This design comes from an exercise in tuning for small area on the open sky130 flow, not from production work. The RTL was checked by simulation tests, not by an equivalence proof against the original design. No activity file was given, so power comes from the tool's default toggle rates.

==> flow/design.v <==
module fa (a, b, c, s, co);
input a, b, c;
output s, co;
assign s = a ^ b ^ c;
assign co = (a & b) | (a & c) | (b & c);
endmodule
module ha (a, b, s, co);
input a, b;
output s, co;
assign s = a ^ b;
assign co = a & b;
endmodule
module float_multiply (clk, reset, IN1, IN2, OUT);
input clk, reset;
input [31:0] IN1, IN2;
output [31:0] OUT;
reg [31:0] X1;
reg [31:0] X2;
reg [2:0]  stage;
reg [25:0] acc;    
reg        cf;     
wire changed = (IN1 != X1) || (IN2 != X2);
wire st0 = (stage == 3'd0);
wire st7 = (stage == 3'd7);
reg [3:0] digit;
always @(*) begin
    case (stage)
        3'd1: digit = X2[3:0];
        3'd2: digit = X2[7:4];
        3'd3: digit = X2[11:8];
        3'd4: digit = X2[15:12];
        3'd5: digit = X2[19:16];
        default: digit = {1'b1, X2[22:20]};
    endcase
end
wire [23:0] ma = {1'b1, X1[22:0]};
wire [23:0] pp0 = ma & {24{digit[0]}};
wire [23:0] pp1 = ma & {24{digit[1]}};
wire [23:0] pp2 = ma & {24{digit[2]}};
wire [23:0] pp3 = ma & {24{digit[3]}};
wire hs0;
wire hc0;
wire fs0;
wire fc0;
wire fs1;
wire fc1;
wire fs2;
wire fc2;
wire fs3;
wire fc3;
wire fs4;
wire fc4;
wire fs5;
wire fc5;
wire fs6;
wire fc6;
wire hs1;
wire hc1;
wire fs7;
wire fc7;
wire hs2;
wire hc2;
wire fs8;
wire fc8;
wire hs3;
wire hc3;
wire fs9;
wire fc9;
wire hs4;
wire hc4;
wire fs10;
wire fc10;
wire hs5;
wire hc5;
wire fs11;
wire fc11;
wire hs6;
wire hc6;
wire fs12;
wire fc12;
wire hs7;
wire hc7;
wire fs13;
wire fc13;
wire hs8;
wire hc8;
wire fs14;
wire fc14;
wire hs9;
wire hc9;
wire fs15;
wire fc15;
wire hs10;
wire hc10;
wire fs16;
wire fc16;
wire hs11;
wire hc11;
wire fs17;
wire fc17;
wire hs12;
wire hc12;
wire fs18;
wire fc18;
wire hs13;
wire hc13;
wire fs19;
wire fc19;
wire hs14;
wire hc14;
wire hs15;
wire hc15;
wire hs16;
wire hc16;
wire fs20;
wire fc20;
wire fs21;
wire fc21;
wire fs22;
wire fc22;
wire fs23;
wire fc23;
wire fs24;
wire fc24;
wire fs25;
wire fc25;
wire fs26;
wire fc26;
wire fs27;
wire fc27;
wire fs28;
wire fc28;
wire fs29;
wire fc29;
wire fs30;
wire fc30;
wire fs31;
wire fc31;
wire fs32;
wire fc32;
wire fs33;
wire fc33;
wire fs34;
wire fc34;
wire fs35;
wire fc35;
wire fs36;
wire fc36;
wire fs37;
wire fc37;
wire fs38;
wire fc38;
wire fs39;
wire fc39;
wire fs40;
wire fc40;
wire fs41;
wire fc41;
wire hs17;
wire hc17;
wire hs18;
wire hc18;
wire fs42;
wire fc42;
wire fs43;
wire fc43;
wire fs44;
wire fc44;
wire fs45;
wire fc45;
wire fs46;
wire fc46;
wire fs47;
wire fc47;
wire fs48;
wire fc48;
wire fs49;
wire fc49;
wire fs50;
wire fc50;
wire fs51;
wire fc51;
wire fs52;
wire fc52;
wire fs53;
wire fc53;
wire fs54;
wire fc54;
wire fs55;
wire fc55;
wire fs56;
wire fc56;
wire fs57;
wire fc57;
wire fs58;
wire fc58;
wire fs59;
wire fc59;
wire fs60;
wire fc60;
wire fs61;
wire fc61;
wire fs62;
wire fc62;
wire fs63;
wire fc63;
wire fs64;
wire fc64;
wire fs65;
wire fc65;
wire hs19;
wire hc19;
wire hs20;
wire hc20;
wire fs66;
wire fc66;
wire fs67;
wire fc67;
wire fs68;
wire fc68;
wire fs69;
wire fc69;
wire fs70;
wire fc70;
wire fs71;
wire fc71;
wire fs72;
wire fc72;
wire fs73;
wire fc73;
wire fs74;
wire fc74;
wire fs75;
wire fc75;
wire fs76;
wire fc76;
wire fs77;
wire fc77;
wire fs78;
wire fc78;
wire hs21;
wire hc21;
wire fs79;
wire fc79;
wire fs80;
wire fc80;
wire fs81;
wire fc81;
wire fs82;
wire fc82;
wire fs83;
wire fc83;
wire fs84;
wire fc84;
wire fs85;
wire fc85;
wire fs86;
wire fc86;
wire fs87;
wire fc87;
wire fs88;
wire fc88;
wire fs89;
wire fc89;
wire fs90;
wire fc90;
wire hs22;
wire hc22;
ha u_ha0 (.a(acc[5]), .b(pp0[3]), .s(hs0), .co(hc0));
fa u_fa0 (.a(acc[6]), .b(pp0[4]), .c(pp1[3]), .s(fs0), .co(fc0));
fa u_fa1 (.a(acc[7]), .b(pp0[5]), .c(pp1[4]), .s(fs1), .co(fc1));
fa u_fa2 (.a(acc[8]), .b(pp0[6]), .c(pp1[5]), .s(fs2), .co(fc2));
fa u_fa3 (.a(acc[9]), .b(pp0[7]), .c(pp1[6]), .s(fs3), .co(fc3));
fa u_fa4 (.a(acc[10]), .b(pp0[8]), .c(pp1[7]), .s(fs4), .co(fc4));
fa u_fa5 (.a(acc[11]), .b(pp0[9]), .c(pp1[8]), .s(fs5), .co(fc5));
fa u_fa6 (.a(acc[12]), .b(pp0[10]), .c(pp1[9]), .s(fs6), .co(fc6));
ha u_ha1 (.a(pp2[8]), .b(pp3[7]), .s(hs1), .co(hc1));
fa u_fa7 (.a(acc[13]), .b(pp0[11]), .c(pp1[10]), .s(fs7), .co(fc7));
ha u_ha2 (.a(pp2[9]), .b(pp3[8]), .s(hs2), .co(hc2));
fa u_fa8 (.a(acc[14]), .b(pp0[12]), .c(pp1[11]), .s(fs8), .co(fc8));
ha u_ha3 (.a(pp2[10]), .b(pp3[9]), .s(hs3), .co(hc3));
fa u_fa9 (.a(acc[15]), .b(pp0[13]), .c(pp1[12]), .s(fs9), .co(fc9));
ha u_ha4 (.a(pp2[11]), .b(pp3[10]), .s(hs4), .co(hc4));
fa u_fa10 (.a(acc[16]), .b(pp0[14]), .c(pp1[13]), .s(fs10), .co(fc10));
ha u_ha5 (.a(pp2[12]), .b(pp3[11]), .s(hs5), .co(hc5));
fa u_fa11 (.a(acc[17]), .b(pp0[15]), .c(pp1[14]), .s(fs11), .co(fc11));
ha u_ha6 (.a(pp2[13]), .b(pp3[12]), .s(hs6), .co(hc6));
fa u_fa12 (.a(acc[18]), .b(pp0[16]), .c(pp1[15]), .s(fs12), .co(fc12));
ha u_ha7 (.a(pp2[14]), .b(pp3[13]), .s(hs7), .co(hc7));
fa u_fa13 (.a(acc[19]), .b(pp0[17]), .c(pp1[16]), .s(fs13), .co(fc13));
ha u_ha8 (.a(pp2[15]), .b(pp3[14]), .s(hs8), .co(hc8));
fa u_fa14 (.a(acc[20]), .b(pp0[18]), .c(pp1[17]), .s(fs14), .co(fc14));
ha u_ha9 (.a(pp2[16]), .b(pp3[15]), .s(hs9), .co(hc9));
fa u_fa15 (.a(acc[21]), .b(pp0[19]), .c(pp1[18]), .s(fs15), .co(fc15));
ha u_ha10 (.a(pp2[17]), .b(pp3[16]), .s(hs10), .co(hc10));
fa u_fa16 (.a(acc[22]), .b(pp0[20]), .c(pp1[19]), .s(fs16), .co(fc16));
ha u_ha11 (.a(pp2[18]), .b(pp3[17]), .s(hs11), .co(hc11));
fa u_fa17 (.a(acc[23]), .b(pp0[21]), .c(pp1[20]), .s(fs17), .co(fc17));
ha u_ha12 (.a(pp2[19]), .b(pp3[18]), .s(hs12), .co(hc12));
fa u_fa18 (.a(acc[24]), .b(pp0[22]), .c(pp1[21]), .s(fs18), .co(fc18));
ha u_ha13 (.a(pp2[20]), .b(pp3[19]), .s(hs13), .co(hc13));
fa u_fa19 (.a(acc[25]), .b(pp0[23]), .c(pp1[22]), .s(fs19), .co(fc19));
ha u_ha14 (.a(pp2[21]), .b(pp3[20]), .s(hs14), .co(hc14));
ha u_ha15 (.a(pp1[23]), .b(pp2[22]), .s(hs15), .co(hc15));
ha u_ha16 (.a(acc[4]), .b(pp0[2]), .s(hs16), .co(hc16));
fa u_fa20 (.a(pp1[2]), .b(pp2[1]), .c(pp3[0]), .s(fs20), .co(fc20));
fa u_fa21 (.a(pp2[2]), .b(pp3[1]), .c(fs0), .s(fs21), .co(fc21));
fa u_fa22 (.a(pp2[3]), .b(pp3[2]), .c(fs1), .s(fs22), .co(fc22));
fa u_fa23 (.a(pp2[4]), .b(pp3[3]), .c(fs2), .s(fs23), .co(fc23));
fa u_fa24 (.a(pp2[5]), .b(pp3[4]), .c(fs3), .s(fs24), .co(fc24));
fa u_fa25 (.a(pp2[6]), .b(pp3[5]), .c(fs4), .s(fs25), .co(fc25));
fa u_fa26 (.a(pp2[7]), .b(pp3[6]), .c(fs5), .s(fs26), .co(fc26));
fa u_fa27 (.a(cf), .b(fs6), .c(hs1), .s(fs27), .co(fc27));
fa u_fa28 (.a(fs7), .b(hs2), .c(fc6), .s(fs28), .co(fc28));
fa u_fa29 (.a(fs8), .b(hs3), .c(fc7), .s(fs29), .co(fc29));
fa u_fa30 (.a(fs9), .b(hs4), .c(fc8), .s(fs30), .co(fc30));
fa u_fa31 (.a(fs10), .b(hs5), .c(fc9), .s(fs31), .co(fc31));
fa u_fa32 (.a(fs11), .b(hs6), .c(fc10), .s(fs32), .co(fc32));
fa u_fa33 (.a(fs12), .b(hs7), .c(fc11), .s(fs33), .co(fc33));
fa u_fa34 (.a(fs13), .b(hs8), .c(fc12), .s(fs34), .co(fc34));
fa u_fa35 (.a(fs14), .b(hs9), .c(fc13), .s(fs35), .co(fc35));
fa u_fa36 (.a(fs15), .b(hs10), .c(fc14), .s(fs36), .co(fc36));
fa u_fa37 (.a(fs16), .b(hs11), .c(fc15), .s(fs37), .co(fc37));
fa u_fa38 (.a(fs17), .b(hs12), .c(fc16), .s(fs38), .co(fc38));
fa u_fa39 (.a(fs18), .b(hs13), .c(fc17), .s(fs39), .co(fc39));
fa u_fa40 (.a(fs19), .b(hs14), .c(fc18), .s(fs40), .co(fc40));
fa u_fa41 (.a(pp3[21]), .b(hs15), .c(fc19), .s(fs41), .co(fc41));
ha u_ha17 (.a(pp2[23]), .b(pp3[22]), .s(hs17), .co(hc17));
ha u_ha18 (.a(acc[3]), .b(pp0[1]), .s(hs18), .co(hc18));
fa u_fa42 (.a(pp1[1]), .b(pp2[0]), .c(hs16), .s(fs42), .co(fc42));
fa u_fa43 (.a(hs0), .b(fs20), .c(hc16), .s(fs43), .co(fc43));
fa u_fa44 (.a(hc0), .b(fs21), .c(fc20), .s(fs44), .co(fc44));
fa u_fa45 (.a(fc0), .b(fs22), .c(fc21), .s(fs45), .co(fc45));
fa u_fa46 (.a(fc1), .b(fs23), .c(fc22), .s(fs46), .co(fc46));
fa u_fa47 (.a(fc2), .b(fs24), .c(fc23), .s(fs47), .co(fc47));
fa u_fa48 (.a(fc3), .b(fs25), .c(fc24), .s(fs48), .co(fc48));
fa u_fa49 (.a(fc4), .b(fs26), .c(fc25), .s(fs49), .co(fc49));
fa u_fa50 (.a(fc5), .b(fs27), .c(fc26), .s(fs50), .co(fc50));
fa u_fa51 (.a(hc1), .b(fs28), .c(fc27), .s(fs51), .co(fc51));
fa u_fa52 (.a(hc2), .b(fs29), .c(fc28), .s(fs52), .co(fc52));
fa u_fa53 (.a(hc3), .b(fs30), .c(fc29), .s(fs53), .co(fc53));
fa u_fa54 (.a(hc4), .b(fs31), .c(fc30), .s(fs54), .co(fc54));
fa u_fa55 (.a(hc5), .b(fs32), .c(fc31), .s(fs55), .co(fc55));
fa u_fa56 (.a(hc6), .b(fs33), .c(fc32), .s(fs56), .co(fc56));
fa u_fa57 (.a(hc7), .b(fs34), .c(fc33), .s(fs57), .co(fc57));
fa u_fa58 (.a(hc8), .b(fs35), .c(fc34), .s(fs58), .co(fc58));
fa u_fa59 (.a(hc9), .b(fs36), .c(fc35), .s(fs59), .co(fc59));
fa u_fa60 (.a(hc10), .b(fs37), .c(fc36), .s(fs60), .co(fc60));
fa u_fa61 (.a(hc11), .b(fs38), .c(fc37), .s(fs61), .co(fc61));
fa u_fa62 (.a(hc12), .b(fs39), .c(fc38), .s(fs62), .co(fc62));
fa u_fa63 (.a(hc13), .b(fs40), .c(fc39), .s(fs63), .co(fc63));
fa u_fa64 (.a(hc14), .b(fs41), .c(fc40), .s(fs64), .co(fc64));
fa u_fa65 (.a(hc15), .b(hs17), .c(fc41), .s(fs65), .co(fc65));
ha u_ha19 (.a(pp3[23]), .b(hc17), .s(hs19), .co(hc19));
ha u_ha20 (.a(acc[2]), .b(pp0[0]), .s(hs20), .co(hc20));
fa u_fa66 (.a(pp1[0]), .b(hs18), .c(hc20), .s(fs66), .co(fc66));
fa u_fa67 (.a(fs42), .b(hc18), .c(fc66), .s(fs67), .co(fc67));
fa u_fa68 (.a(fs43), .b(fc42), .c(fc67), .s(fs68), .co(fc68));
fa u_fa69 (.a(fs44), .b(fc43), .c(fc68), .s(fs69), .co(fc69));
fa u_fa70 (.a(fs45), .b(fc44), .c(fc69), .s(fs70), .co(fc70));
fa u_fa71 (.a(fs46), .b(fc45), .c(fc70), .s(fs71), .co(fc71));
fa u_fa72 (.a(fs47), .b(fc46), .c(fc71), .s(fs72), .co(fc72));
fa u_fa73 (.a(fs48), .b(fc47), .c(fc72), .s(fs73), .co(fc73));
fa u_fa74 (.a(fs49), .b(fc48), .c(fc73), .s(fs74), .co(fc74));
fa u_fa75 (.a(fs50), .b(fc49), .c(fc74), .s(fs75), .co(fc75));
fa u_fa76 (.a(fs51), .b(fc50), .c(fc75), .s(fs76), .co(fc76));
fa u_fa77 (.a(fs52), .b(fc51), .c(fc76), .s(fs77), .co(fc77));
fa u_fa78 (.a(fs53), .b(fc52), .c(fc77), .s(fs78), .co(fc78));
ha u_ha21 (.a(fs54), .b(fc53), .s(hs21), .co(hc21));
fa u_fa79 (.a(fs55), .b(fc54), .c(hc21), .s(fs79), .co(fc79));
fa u_fa80 (.a(fs56), .b(fc55), .c(fc79), .s(fs80), .co(fc80));
fa u_fa81 (.a(fs57), .b(fc56), .c(fc80), .s(fs81), .co(fc81));
fa u_fa82 (.a(fs58), .b(fc57), .c(fc81), .s(fs82), .co(fc82));
fa u_fa83 (.a(fs59), .b(fc58), .c(fc82), .s(fs83), .co(fc83));
fa u_fa84 (.a(fs60), .b(fc59), .c(fc83), .s(fs84), .co(fc84));
fa u_fa85 (.a(fs61), .b(fc60), .c(fc84), .s(fs85), .co(fc85));
fa u_fa86 (.a(fs62), .b(fc61), .c(fc85), .s(fs86), .co(fc86));
fa u_fa87 (.a(fs63), .b(fc62), .c(fc86), .s(fs87), .co(fc87));
fa u_fa88 (.a(fs64), .b(fc63), .c(fc87), .s(fs88), .co(fc88));
fa u_fa89 (.a(fs65), .b(fc64), .c(fc88), .s(fs89), .co(fc89));
fa u_fa90 (.a(hs19), .b(fc65), .c(fc89), .s(fs90), .co(fc90));
ha u_ha22 (.a(hc19), .b(fc90), .s(hs22), .co(hc22));
wire [27:0] sum = {hs22, fs90, fs89, fs88, fs87, fs86, fs85, fs84, fs83, fs82, fs81, fs80, fs79, hs21, fs78, fs77, fs76, fs75, fs74, fs73, fs72, fs71, fs70, fs69, fs68, fs67, fs66, hs20};
wire cf_n = fc78;
always @(posedge clk) begin
    if (reset || (st7 && changed))
        stage <= 3'd0;
    else if (!st7)
        stage <= stage + 3'd1;
    if (st0) begin
        X1 <= IN1;
        X2 <= IN2;
    end
    if (st0) begin
        acc <= 26'd0;
        cf <= 1'b0;
    end else if (!st7) begin
        acc <= sum[27:2];
        cf <= cf_n;
    end
end
wire p47 = acc[25] ^ (cf & (&acc[24:12]));
wire [25:0] u;
wire [26:0] uc;
wire np47 = ~p47;
ha u_t0 (.a(acc[0]), .b(np47), .s(u[0]), .co(uc[1]));
fa u_t1 (.a(acc[1]), .b(p47), .c(uc[1]), .s(u[1]), .co(uc[2]));
ha u_t2 (.a(acc[2]), .b(uc[2]), .s(u[2]), .co(uc[3]));
ha u_t3 (.a(acc[3]), .b(uc[3]), .s(u[3]), .co(uc[4]));
ha u_t4 (.a(acc[4]), .b(uc[4]), .s(u[4]), .co(uc[5]));
ha u_t5 (.a(acc[5]), .b(uc[5]), .s(u[5]), .co(uc[6]));
ha u_t6 (.a(acc[6]), .b(uc[6]), .s(u[6]), .co(uc[7]));
ha u_t7 (.a(acc[7]), .b(uc[7]), .s(u[7]), .co(uc[8]));
ha u_t8 (.a(acc[8]), .b(uc[8]), .s(u[8]), .co(uc[9]));
ha u_t9 (.a(acc[9]), .b(uc[9]), .s(u[9]), .co(uc[10]));
ha u_t10 (.a(acc[10]), .b(uc[10]), .s(u[10]), .co(uc[11]));
ha u_t11 (.a(acc[11]), .b(uc[11]), .s(u[11]), .co(uc[12]));
fa u_t12 (.a(acc[12]), .b(cf), .c(uc[12]), .s(u[12]), .co(uc[13]));
ha u_t13 (.a(acc[13]), .b(uc[13]), .s(u[13]), .co(uc[14]));
ha u_t14 (.a(acc[14]), .b(uc[14]), .s(u[14]), .co(uc[15]));
ha u_t15 (.a(acc[15]), .b(uc[15]), .s(u[15]), .co(uc[16]));
ha u_t16 (.a(acc[16]), .b(uc[16]), .s(u[16]), .co(uc[17]));
ha u_t17 (.a(acc[17]), .b(uc[17]), .s(u[17]), .co(uc[18]));
ha u_t18 (.a(acc[18]), .b(uc[18]), .s(u[18]), .co(uc[19]));
ha u_t19 (.a(acc[19]), .b(uc[19]), .s(u[19]), .co(uc[20]));
ha u_t20 (.a(acc[20]), .b(uc[20]), .s(u[20]), .co(uc[21]));
ha u_t21 (.a(acc[21]), .b(uc[21]), .s(u[21]), .co(uc[22]));
ha u_t22 (.a(acc[22]), .b(uc[22]), .s(u[22]), .co(uc[23]));
ha u_t23 (.a(acc[23]), .b(uc[23]), .s(u[23]), .co(uc[24]));
ha u_t24 (.a(acc[24]), .b(uc[24]), .s(u[24]), .co(uc[25]));
ha u_t25 (.a(acc[25]), .b(uc[25]), .s(u[25]), .co(uc[26]));
wire [22:0] frac = p47 ? u[24:2] : u[23:1];
wire [7:0] ex = X1[30:23];
wire [7:0] ey = X2[30:23];
wire [7:0] es;
wire [8:0] ec;
assign ec[0] = p47;
fa u_e0 (.a(ex[0]), .b(ey[0]), .c(ec[0]), .s(es[0]), .co(ec[1]));
fa u_e1 (.a(ex[1]), .b(ey[1]), .c(ec[1]), .s(es[1]), .co(ec[2]));
fa u_e2 (.a(ex[2]), .b(ey[2]), .c(ec[2]), .s(es[2]), .co(ec[3]));
fa u_e3 (.a(ex[3]), .b(ey[3]), .c(ec[3]), .s(es[3]), .co(ec[4]));
fa u_e4 (.a(ex[4]), .b(ey[4]), .c(ec[4]), .s(es[4]), .co(ec[5]));
fa u_e5 (.a(ex[5]), .b(ey[5]), .c(ec[5]), .s(es[5]), .co(ec[6]));
fa u_e6 (.a(ex[6]), .b(ey[6]), .c(ec[6]), .s(es[6]), .co(ec[7]));
fa u_e7 (.a(ex[7]), .b(ey[7]), .c(ec[7]), .s(es[7]), .co(ec[8]));
wire [7:0] ei;
wire [8:0] eic;
assign eic[0] = 1'b1;
ha u_ei0 (.a(es[0]), .b(eic[0]), .s(ei[0]), .co(eic[1]));
ha u_ei1 (.a(es[1]), .b(eic[1]), .s(ei[1]), .co(eic[2]));
ha u_ei2 (.a(es[2]), .b(eic[2]), .s(ei[2]), .co(eic[3]));
ha u_ei3 (.a(es[3]), .b(eic[3]), .s(ei[3]), .co(eic[4]));
ha u_ei4 (.a(es[4]), .b(eic[4]), .s(ei[4]), .co(eic[5]));
ha u_ei5 (.a(es[5]), .b(eic[5]), .s(ei[5]), .co(eic[6]));
ha u_ei6 (.a(es[6]), .b(eic[6]), .s(ei[6]), .co(eic[7]));
ha u_ei7 (.a(es[7]), .b(eic[7]), .s(ei[7]), .co(eic[8]));
wire [7:0] expo = {~ei[7], ei[6:0]};
wire zero = (X1[30:0] == 31'd0) || (X2[30:0] == 31'd0);
assign OUT = (st7 && !zero) ? {X1[31] ^ X2[31], expo, frac} : 32'd0;
endmodule
==> flow/flow/run.sh <==
#!/bin/bash
# Standard layout, with the port buffers made from the smallest buffer cell.
set -euo pipefail
bash standard.sh BUFFER_PORTS_ARGS="-buffer_cell sky130_fd_sc_hd__buf_1" finish > flow.log 2>&1
==> flow/standard.sh <==
#!/bin/bash
# synth_recipe.tcl (not shown) runs the flow's synth.tcl, then flattens the netlist and writes it again
# the make line also repeats each setting of config.mk as NAME=value (left out here)
make -C /OpenROAD-flow-scripts/flow DESIGN_CONFIG=/design/flow/config.mk WORK_HOME=/design/flow/orfs CLKGATE_MAP_FILE= SYNTH_SCRIPT=/design/flow/synth_recipe.tcl "${@:-finish}"
==> flow/config.mk <==
export PLATFORM = sky130hd
export DESIGN_NAME = float_multiply
export DESIGN_NICKNAME = float_multiply
export VERILOG_FILES = /design/flow/design.v
export SDC_FILE = /design/flow/constraint.sdc
export NUM_CORES = 4
export LEC_CHECK = 0
export CAP_MARGIN = 20
export CORE_MARGIN = 2
export CORE_UTILIZATION = 50
export CTS_BUF_LIST = sky130_fd_sc_hd__clkbuf_8
export SLEW_MARGIN = 20
export SYNTH_HIERARCHICAL = 1
==> flow/constraint.sdc <==
create_clock -name core_clock -period 10.0 [get_ports {clk}]
set_input_delay 2.0000 -clock core_clock [delete_from_list [all_inputs] [get_ports {clk}]]
set_output_delay 2.0000 -clock core_clock [all_outputs]
set_load 0.01 [all_outputs]
==> notes.md <==
metal layers:
metal | track usage, % | vias to the layer above
met4 | 5.882 | 0
met2 | 38.59 | 149
met5 | 0 | -
met1 | 32.37 | 2576
met3 | 3.813 | 20
li1 | - | 2412
worst min-delay path: cells and delay by family, from the launching register on:
family / cells / cell delay [ns]
muxes: 1 / 0.07
DFF: 1 / 0.36
and+or+nand+nor: 1 / 0.07
worst max-delay path by stage:
stage | from | endpoint | slack (ns) | cells past startpoint
floorplan | stage[1] | acc[25] | 1.33 | 28
global route | stage[1] | acc[25] | 0.03 | 26
detailed placement | stage[1] | acc[25] | 0.42 | 26
global placement | stage[1] | acc[25] | 0.75 | 26
CTS | stage[1] | acc[25] | 0.41 | 26
finish | stage[1] | acc[25] | 0.48 | 26
state kept, by name, indices dropped and copies added (netlist names):
register	cells
stage	3
X2	32
X1	32
acc	26
cf	1
Yosys cell counts, types with 2 or more instances:
library cell  number  area share, %
a221o_1            3           0.38
a221oi_2           2           0.38
a31oi_1            2           0.16
and2_1            69            5.4
buf_1              3           0.14
buf_2             10           0.63
buf_6              6           0.85
clkbuf_1           3           0.14
dfxtp_1           30            7.5
edfxtp_1          64             24
fa_1             101             25
ha_1              60            9.4
inv_1             13           0.61
mux2i_1           50            6.3
nand2_1            8           0.38
nand4_1           24            1.9
nor2_1            60            2.8
nor2b_1           24            1.9
nor3_1             4           0.25
nor4_1            18            1.4
o21a_1             3           0.28
o21ai_1            2           0.13
o31ai_1            2           0.19
xnor2_1           65            7.1
power by group through the flow:
stage	logic (uW)	registers (uW)	clock network, uW
floorplan	1330	597	0
global placement	1620	640	0
detailed placement	1680	640	0
CTS	1680	631	254
global route	1920	647	266
finish	1640	630	251
Yosys stat by module, one instance, submodules excluded:
| module | flip-flops and latches | cell area, sq um |
|---|---|---|
| fa | 0 | 20.02 |
| float_multiply | 94 | 5273 |
| ha | 0 | 12.51 |
layout make-up:
| type | instances | area [sq um] |
|---|---|---|
| Fill cell | 1385 | 7004 |
| Multi-Input combinational cell | 517 | 5276 |
| Sequential cell | 94 | 2522 |
| Timing Repair Buffer | 103 | 409.1 |
| Tap cell | 216 | 270.3 |
| Clock buffer | 10 | 137.6 |
| Inverter | 13 | 48.80 |
| Clock inverter | 6 | 43.79 |
through the flow:
stage	setup slack, ns	total power [uW]	cell area, sq um	util, %
final	0.4825	2520	8708	55.42
after global placement	0.7538	2257	8527	54.27
after detailed placement	0.4217	2316	8527	54.27
after global routing	0.02975	2828	8708	55.42
after floorplan	1.332	1930	7970	-
after CTS	0.4058	2567	8708	55.42
logic make-up (layout without fill, tap and decap cells):
group                    count (synthesis)  in the layout  synth area share [%]
buffers and inverters                   36            132                 2.465
adder cells (fa/ha/maj)                161            161                 34.79
AND/OR/NAND/NOR                        214            214                 14.76
AO/OA/AOI/OAI                           25             25                 2.669
flip-flops                              94             94                 31.65
other                                    1              1               0.04705
multiplexers                            50             50                 6.279
XOR/XNOR                                66             66                 7.347
==> results by group <==
Hold path
  • Worst Hold Launch: acc[0]
  • Hold Path End: acc[0]
  • HP Class: reg -> reg
  • Hold depth: 2

Power
  • PwrDens: 289.4 nW/um^2
  • Logic pwr share: 65.0%
  • Reg power frac: about 25%
  • Pint: 1423 uW
  • Lkg Pwr: about 0.0035 uW
  • Net Sw Frac: a little over two fifths
  • Worst vdd ir: around 0.16 mV
  • P_sw: 1097 uW
  • Clock share of power: approximately a tenth

Setup path
  • CP peak stage delay: slightly below 0.7 ns
  • Critical Path Sink Type: flop
  • Critical Path Start Type: flop
  • Crit Reg-Reg Endpoint: acc[25]
  • R2R depth: 26
  • Critical-path top delay cell: a21oi_2
  • Cell family with most CP delay: adder cells
  • Worst path most repeated cell: fa_1
  • CP Data Arrival Time: approximately 9.8 ns
  • Buffers and inverters on the worst path: 1
  • Worst reg2reg startpoint: stage[1]
  • Setup CP Type: reg -> reg
  • Worst R2R Setup Slack: 0.48 ns
  • Maximum fanout along the worst path: 24
  • CP required: just over 10 ns

STA
  • Slew @ Worst Pin: roughly 0.93 ns
  • Max frequency: about 110 MHz
  • Hold Violations, Final: 0
  • Clock Skew: between 0.015 and 0.02 ns
  • Slew HR: 37.75%
  • Count of final setup violators: 0
  • Setup TNS: 0 ns
  • RSZ-0062 raised after global routing: no
  • Fin crit period: between 9 and 10 ns
  • Slew Viols, Final: 0
  • WHS: roughly 0.53 ns
  • Part of the cycle the worst path needs: 95.18%

Synth
  • Syn Area/Cell: around 12 sq um
  • Netlist cell types: 45
  • Syn. warnings: 7
  • Async SR Flop Fraction: 0%
  • Post-synth EDFFs: 64
  • Post-Synthesis Cells: 647
  • Synth Flop Type: edfxtp_1
  • Seq/Total Area, Yosys: around a third
  • Synth Register Bits: 94
  • Synthesized area: between 7000 and 8000 sq um
  • Synth Net Count: between 800 and 900

Place
  • RePlAce Congestion: approximately 0.88
  • Placed cells: approximately 940
  • Port Buffers: slightly below 100
  • Post-DP HPWL: between 10000 and 15000 um

Global routing
  • Total Routing Usage GR: between 20% and 30%
  • First-pass GRT wire length: around 30000 um
  • Grt total ovfl: 0
  • Initial antenna violation count: 0
  • Vias in the first global route: 5439
  • Largest net degree at the start of global routing: 59

Clocking
  • H-Tree Depth: 3
  • CTS tree: yes
  • Clock transition at path regs: 0.11 ns
  • Clock Sinks: 94
  • Setup bufs post-CTS: 0
  • Worst-skew pair later-pin latency: 0.39 ns
  • Clk buf depth: 2
  • Root Buffer: clkbuf_8
  • Hold_buf cts: 0
  • PostCTS Resize Cnt: 0
  • Inserted Clock Buffers: 9

Layout
  • P&R area growth vs syn: 9.262%
  • Commonest non-fill, non-tap cells in the layout: 101 x fa_1, 97 x buf_1, 69 x and2_1, 65 x xnor2_1, 64 x edfxtp_1
  • Finished Layout Cells: about 960
  • Commonest non-fill, non-tap cell in the layout: fa_1
  • Final nets: between 900 and 1000
  • Share of layout cells above drive strength 1: under 10%
  • N_diodes: 0

Drt
  • Antenna Nets Post-Route: 0
  • Vias per inst: around 5.4
  • WL met2: 8954 um
  • Wirelength per Cell: about 19 um
  • DR WL met3: slightly above 900 um
  • DRC viols: 0
  • Initial detailed-routing violation count: 330
  • First-pass DRT Iterations: 5
  • Routed wire length: 18600 um
  • Top Metal Used: met4
  • WL met1: between 8000 and 9000 um
  • Routed vias: between 5000 and 6000

Floorplanning
  • Die area: 16970 sq um
  • Vert. Die Dim: about 130 um
  • Starting Density: 50.72%
  • Die width: around 130 um
  • # rows: 46
  • IO Pins: between 90 and 100
  • Core Area: approximately 16000 sq um

Run status
  • Status: timing/DRC/antenna clean

Job
  • Number of max-cap violations: 0

==> what the ideal ports hide <==
Ports are ideal in the flow. The routed layout listed here was re-timed in OpenROAD.
Step 1, drivers: a clkbuf_16 drives clk and a buf_2 each remaining input, both assumed.
Step 2, shift: input delay + t, output delay - t, t = (earliest + latest rising clock arrival at the registers) / 2. This alone moves slack from input paths to output paths.
a / b / c = ideal ports / drivers / drivers and shift; a / b = the first two.
t, ns: 0.418
setup WS [ns]: 0.482 / 0.482 / 0.482
hold slack, ns: 0.530 / 0.530 / 0.530
After both steps setup and hold are still met in this run. The setup slack of this run moves by 0.000 ns with the drivers and by 0.000 ns with both steps.
